This design comes from an exercise in tuning for small area and a short achievable clock period on the open sky130 flow, not from production work. Function was checked by simulation only, so behaviour that the tests miss may differ from the original. The clock input has no modelled driver; a real chip could not lean on it and would need a root buffer or a full tree. No activity file was given, so power comes from the tool's default toggle rates.

==> module fifo, before the edit <==
module fifo(input [8-1:0]  data_in,
            input write_enb,
            input read,
            output [8-1:0] data_out,
            output reg full,
            output reg empty,
            input clock,
            input reset
           );
    localparam W    = 8;
    localparam ROWS = 32 - 1;            
    localparam AW   = 5;                     
    localparam CW   = 6;                     
    localparam [CW-1:0] L0  = 6'b000001;
    localparam [CW-1:0] L1  = 6'b000010;
    localparam [CW-1:0] L3  = 6'b001000;
    localparam [CW-1:0] L31 = 6'b100100;
    localparam [CW-1:0] L32 = 6'b001001;
    localparam G2   = (ROWS + 1) / 2;        
    reg  [W-1:0]    head;                    
    reg  [W-1:0]    mem [0:ROWS-1];
    reg  [3:0]      ran;                     
    reg  [7:0]      rbn;                     
    reg  [AW-1:0]   wptr;                    
    reg  [CW-1:0]   lfsr;                    
    reg             one;                     
    reg             two;                     
    wire le1   = empty | one;                
    wire three = (lfsr == L3);
    wire near  = (lfsr == L31);
    wire mid   = ~le1 & ~full;               
    wire [CW-1:0] cu = {lfsr[CW-2:0], lfsr[5] ^ lfsr[4]};    
    wire [CW-1:0] cd = {lfsr[0] ^ lfsr[5], lfsr[CW-1:1]};    
    wire [CW-1:0] c_w  = full  ? L32 : cu;
    wire [CW-1:0] c_r  = empty ? L0  : cd;
    wire [CW-1:0] c_wr = empty ? L1 : full ? L31 : lfsr;
    wire [AW-1:0] wptr_up = (wptr == ROWS-1) ? {AW{1'b0}} : wptr + 1'b1;
    wire [3:0] wa = 4'b0001 << wptr[1:0];
    wire [7:0] wb = 8'b00000001 << wptr[4:2];
    wire [ROWS-1:0] wdec;
    genvar g;
    generate
      for (g = 0; g < ROWS; g = g + 1) begin : dec
        assign wdec[g] = wa[g % 4] & wb[g / 4];
      end
    endgenerate
    wire [3:0] ra = ~ran;
    wire [7:0] rb = ~rbn;
    wire       rwrap = ra[2] & rb[7];
    wire [3:0] ra_up = rwrap ? 4'b0001 : {ra[2:0], ra[3]};
    wire [7:0] rb_up = rwrap ? 8'b00000001 : ra[3] ? {rb[6:0], rb[7]} : rb;
    wire [ROWS-1:0] rsel;
    generate
      for (g = 0; g < ROWS; g = g + 1) begin : rs
        assign rsel[g] = ~(ran[g % 4] | rbn[g / 4]);
      end
    endgenerate
    wire [CW-1:0] count_n;
    wire          one_n, two_n;
    fifo_sel4 #(.W(CW+2)) u_cnt_n (
      .d00({lfsr,  one,   two}),
      .d10({c_w,   empty, one}),
      .d01({c_r,   two,   three}),
      .d11({c_wr,  le1,   two}),
      .s1(write_enb), .s0(read),
      .y({count_n, one_n, two_n}));
    wire empty_n = ~write_enb & (empty | (read & one));
    wire full_n  = ~read & (full | (write_enb & near));
    wire w_buf = write_enb & (mid | (one & ~read));
    wire rs_hold  = reset & ~read & ~le1;
    wire rs_shift = reset & read & ~le1 & (~two | write_enb);
    wire rs_load  = reset & one & write_enb & ~read;
    wire [3:0] ran_n = ~(({4{rs_hold}} & ra) | ({4{rs_shift}} & ra_up) | ({4{rs_load}} & wa));
    wire [7:0] rbn_n = rs_shift ? ~rb_up : rs_load ? ~wb : rbn;
    assign data_out = head;
    wire [W-1:0] pair_n [0:G2-1];
    generate
      for (g = 0; g < G2 - 1; g = g + 1) begin : grp
        fifo_aoi2 #(.W(W)) u_aoi (
          .a0(mem[2*g]),   .s0(rsel[2*g]),
          .a1(mem[2*g+1]), .s1(rsel[2*g+1]),
          .y(pair_n[g]));
      end
    endgenerate
    fifo_aoi2 #(.W(W)) u_aoi_last (
      .a0(mem[ROWS-1]), .s0(rsel[ROWS-1]),
      .a1(data_in),     .s1(le1),
      .y(pair_n[G2-1]));
    wire [W-1:0] quad [0:3];
    wire [W-1:0] half_n [0:1];
    wire [W-1:0] head_d;
    generate
      for (g = 0; g < 4; g = g + 1) begin : q4
        fifo_nand4 #(.W(W)) u_q (.a(pair_n[4*g]), .b(pair_n[4*g+1]),
          .c(pair_n[4*g+2]), .d(pair_n[4*g+3]), .y(quad[g]));
      end
      for (g = 0; g < 2; g = g + 1) begin : h2
        fifo_nor2 #(.W(W)) u_h (.a(quad[2*g]), .b(quad[2*g+1]), .y(half_n[g]));
      end
    endgenerate
    fifo_nand2 #(.W(W)) u_or (.a(half_n[0]), .b(half_n[1]), .y(head_d));
    always @(posedge clock)
      if (read | empty)
        head <= head_d;
    always @(posedge clock)
      if (write_enb & ~full)
        mem[wptr] <= data_in;
    always @(posedge clock)
     begin
      ran <= ran_n;
      rbn <= rbn_n;
     end
    always @(posedge clock)
     begin
      if (~reset)
       begin
        wptr  <= {AW{1'b0}};
        lfsr  <= L0;
        empty <= 1'b1;
        one   <= 1'b0;
        two   <= 1'b0;
        full  <= 1'b0;
       end
      else
       begin
        if (w_buf)
          wptr <= wptr_up;
        lfsr  <= count_n;
        empty <= empty_n;
        one   <= one_n;
        two   <= two_n;
        full  <= full_n;
       end
     end
endmodule
==> flow/config.mk <==
export PLATFORM = sky130hd
export DESIGN_NAME = fifo
export DESIGN_NICKNAME = fifo
export VERILOG_FILES = /design/flow/design.v
export SDC_FILE = /design/flow/constraint.sdc
export NUM_CORES = 4
export LEC_CHECK = 0
export CAP_MARGIN = 20
export CORE_MARGIN = 2
export CORE_UTILIZATION = 50
export SETUP_SLACK_MARGIN = 1.95
export SLEW_MARGIN = 20
export SYNTH_HIERARCHICAL = 1
export TNS_END_PERCENT = 10
==> flow/constraint.sdc <==
create_clock -name core_clock -period 3.5 [get_ports {clock}]
set_input_delay 0.7000 -clock core_clock [delete_from_list [all_inputs] [get_ports {clock}]]
set_output_delay 0.7000 -clock core_clock [all_outputs]
set_load 0.01 [all_outputs]
standard.sh (not shown) runs the stock make flow with config.mk's settings and CLKGATE_MAP_FILE= SYNTH_SCRIPT=/design/flow/synth_recipe.tcl, a recipe that flattens the netlist after the stock synthesis.
==> flow/flow/run.sh <==
#!/bin/bash
set -euo pipefail
here=$(pwd)
res=$here/orfs/results/sky130hd/fifo/base
export BUFFER_PORTS_ARGS="-buffer_cell sky130_fd_sc_hd__buf_2"
bash standard.sh synth > synth.log 2>&1
bash standard.sh run RUN_SCRIPT=$here/flow/downsize.tcl RUN_LOG_NAME_STEM=1_4_downsize > downsize.log 2>&1
grep -q "^downsize:" downsize.log
touch $res/1_synth.sdc
bash standard.sh place > place.log 2>&1
bash standard.sh run RUN_SCRIPT=$here/flow/my_cts.tcl RUN_LOG_NAME_STEM=4_1_cts_custom > cts.log 2>&1
test -f $res/4_1_cts.odb
cp $res/4_1_cts.odb $res/4_cts.odb
touch $res/4_cts.sdc
bash standard.sh finish > finish.log 2>&1
Other scripts of this flow, unchanged in this note and not shown: flow/flow/downsize.tcl, flow/flow/my_cts.tcl
Next try:
==> flow/design.v (replaced) <==
module fifo(input [8-1:0]  data_in,
            input write_enb,
            input read,
            output [8-1:0] data_out,
            output reg full,
            output reg empty,
            input clock,
            input reset
           );
    localparam W    = 8;
    localparam ROWS = 32 - 1;            
    localparam CW   = 6;                     
    localparam [CW-1:0] L0  = 6'b000001;
    localparam [CW-1:0] L1  = 6'b000010;
    localparam [CW-1:0] L3  = 6'b001000;
    localparam [CW-1:0] L31 = 6'b100100;
    localparam [CW-1:0] L32 = 6'b001001;
    localparam G2   = (ROWS + 1) / 2;        
    reg  [W-1:0]    head;                    
    reg  [W-1:0]    mem [0:ROWS-1];
    reg  [3:0]      ran;                     
    reg  [7:0]      rbn;                     
    reg  [CW-1:0]   lfsr;                    
    reg             one;                     
    reg             two;                     
    wire le1   = empty | one;                
    wire three = (lfsr == L3);
    wire near  = (lfsr == L31);
    wire [CW-1:0] cu = {lfsr[CW-2:0], lfsr[5] ^ lfsr[4]};    
    wire [CW-1:0] cd = {lfsr[0] ^ lfsr[5], lfsr[CW-1:1]};    
    wire [CW-1:0] c_w  = full  ? L32 : cu;
    wire [CW-1:0] c_r  = empty ? L0  : cd;
    wire [CW-1:0] c_wr = empty ? L1 : full ? L31 : lfsr;
    genvar g;
    integer k;
    wire [3:0] ra = ~ran;
    wire [7:0] rb = ~rbn;
    wire [3:0] ra_up = {ra[2:0], ra[3]};
    wire [7:0] rb_up = ra[3] ? {rb[6:0], rb[7]} : rb;
    wire [3:0] ra_dn = {ra[0], ra[3:1]};
    wire [7:0] rb_dn = ra[0] ? {rb[0], rb[7:1]} : rb;
    wire [ROWS-1:0] rsel;
    generate
      for (g = 0; g < ROWS; g = g + 1) begin : rs
        assign rsel[g] = ~(ran[g % 4] | rbn[g / 4]);
      end
    endgenerate
    wire [CW-1:0] count_n;
    wire          one_n, two_n;
    fifo_sel4 #(.W(CW+2)) u_cnt_n (
      .d00({lfsr,  one,   two}),
      .d10({c_w,   empty, one}),
      .d01({c_r,   two,   three}),
      .d11({c_wr,  le1,   two}),
      .s1(write_enb), .s0(read),
      .y({count_n, one_n, two_n}));
    wire empty_n = ~write_enb & (empty | (read & one));
    wire full_n  = ~read & (full | (write_enb & near));
    wire w        = write_enb & ~full;
    wire rs_keep  = reset & ~le1 & (read ~^ w);
    wire rs_up    = reset & ~le1 & w & ~read;
    wire rs_dn    = reset & ~le1 & read & ~w & ~two;
    wire rs_load  = reset & one & write_enb & ~read;
    wire [3:0] ran_n = ~(({4{rs_keep}} & ra) | ({4{rs_up}} & ra_up) |
                         ({4{rs_dn}} & ra_dn) | ({4{rs_load}} & 4'b0001));
    wire [7:0] rbn_n = ~(({8{rs_keep}} & rb) | ({8{rs_up}} & rb_up) |
                         ({8{rs_dn}} & rb_dn) | ({8{rs_load}} & 8'b00000001));
    assign data_out = head;
    wire [W-1:0] pair_n [0:G2-1];
    generate
      for (g = 0; g < G2 - 1; g = g + 1) begin : grp
        fifo_aoi2 #(.W(W)) u_aoi (
          .a0(mem[2*g]),   .s0(rsel[2*g]),
          .a1(mem[2*g+1]), .s1(rsel[2*g+1]),
          .y(pair_n[g]));
      end
    endgenerate
    fifo_nand2 #(.W(W)) u_last (.a(mem[ROWS-1]), .b({W{rsel[ROWS-1]}}), .y(pair_n[G2-1]));
    wire [W-1:0] din_n;
    fifo_nand2 #(.W(W)) u_din (.a(data_in), .b({W{le1}}), .y(din_n));
    wire [W-1:0] quad [0:3];
    wire [W-1:0] half_n [0:1];
    wire [W-1:0] head_d;
    generate
      for (g = 0; g < 4; g = g + 1) begin : q4
        fifo_nand4 #(.W(W)) u_q (.a(pair_n[4*g]), .b(pair_n[4*g+1]),
          .c(pair_n[4*g+2]), .d(pair_n[4*g+3]), .y(quad[g]));
      end
      for (g = 0; g < 2; g = g + 1) begin : h2
        fifo_nor2 #(.W(W)) u_h (.a(quad[2*g]), .b(quad[2*g+1]), .y(half_n[g]));
      end
    endgenerate
    fifo_nand3 #(.W(W)) u_or (.a(half_n[0]), .b(half_n[1]), .c(din_n), .y(head_d));
    always @(posedge clock)
      if (read | empty)
        head <= head_d;
    always @(posedge clock)
      if (w)
       begin
        for (k = ROWS - 1; k > 0; k = k - 1)
          mem[k] <= mem[k-1];
        mem[0] <= data_in;
       end
    always @(posedge clock)
     begin
      ran <= ran_n;
      rbn <= rbn_n;
     end
    always @(posedge clock)
     begin
      if (~reset)
       begin
        lfsr  <= L0;
        empty <= 1'b1;
        one   <= 1'b0;
        two   <= 1'b0;
        full  <= 1'b0;
       end
      else
       begin
        lfsr  <= count_n;
        empty <= empty_n;
        one   <= one_n;
        two   <= two_n;
        full  <= full_n;
       end
     end
endmodule
module fifo_aoi2 #(parameter W = 8)
  (input [W-1:0] a0, input [W-1:0] a1,
   input s0, input s1, output [W-1:0] y);
    assign y = ~((a0 & {W{s0}}) | (a1 & {W{s1}}));
endmodule
module fifo_sel4 #(parameter W = 8)
  (input [W-1:0] d00, input [W-1:0] d01, input [W-1:0] d10, input [W-1:0] d11,
   input s1, input s0, output [W-1:0] y);
    assign y = s1 ? (s0 ? d11 : d10) : (s0 ? d01 : d00);
endmodule
module fifo_nand4 #(parameter W = 8)
  (input [W-1:0] a, input [W-1:0] b, input [W-1:0] c, input [W-1:0] d,
   output [W-1:0] y);
    assign y = ~(a & b & c & d);
endmodule
module fifo_nor2 #(parameter W = 8)
  (input [W-1:0] a, input [W-1:0] b, output [W-1:0] y);
    assign y = ~(a | b);
endmodule
module fifo_nand2 #(parameter W = 8)
  (input [W-1:0] a, input [W-1:0] b, output [W-1:0] y);
    assign y = ~(a & b);
endmodule
module fifo_nand3 #(parameter W = 8)
  (input [W-1:0] a, input [W-1:0] b, input [W-1:0] c, output [W-1:0] y);
    assign y = ~(a & b & c);
endmodule
What happened: The changed run passed the timing, DRC and antenna checks. Area after synthesis fell by 5.4%. Flip-flop and latch count came out lower by 5. Die area fell by 5.2%. Wire length shrinks by 25%. First-iteration DRC count shrinks by 8.4%. Via count fell by 12%. Cell count goes down by 10%. Sequential share of layout area rises by 4.3 points. Fmax rose by 3.3%. Final area came out lower by 8.2%. Sequential power rose by about 5%. Utilization shrinks by 1.2 points. Global-route usage came out lower by 4.7 points.
No run of this note takes its clock network from TritonCTS; it comes from the design's own scripts or RTL.

[afterwards: timing with drivers on the ports]
In the flow no input, the clock included, has a driving cell. The finished layouts below were timed again as built, in two steps.
Step 1 assumes that a clkbuf_16 drives the clock port and a buf_2 every other input.
Step 2 also shifts input and output timing later by t, the mid clock arrival at the registers, as if the neighbouring blocks saw the same clock.
Three values: ideal, step 1, step 2; two values: the first two.
| run | t, ns | setup slack, ns | latest minus earliest clock arrival (ns) | pins driven straight from the clock port |
|---|---|---|---|---|
| the first run | 0.396 | 1.868 / 1.812 / 1.534 | 0.024 / 0.024 | 4 |
| the second run | 0.387 | 1.920 / 1.864 / 1.603 | 0.027 / 0.027 | 4 |
After both steps setup and hold are still met in every run listed. The setup slack of the first run, which loses most, moves by -0.056 ns with the drivers and by -0.334 ns with both steps.
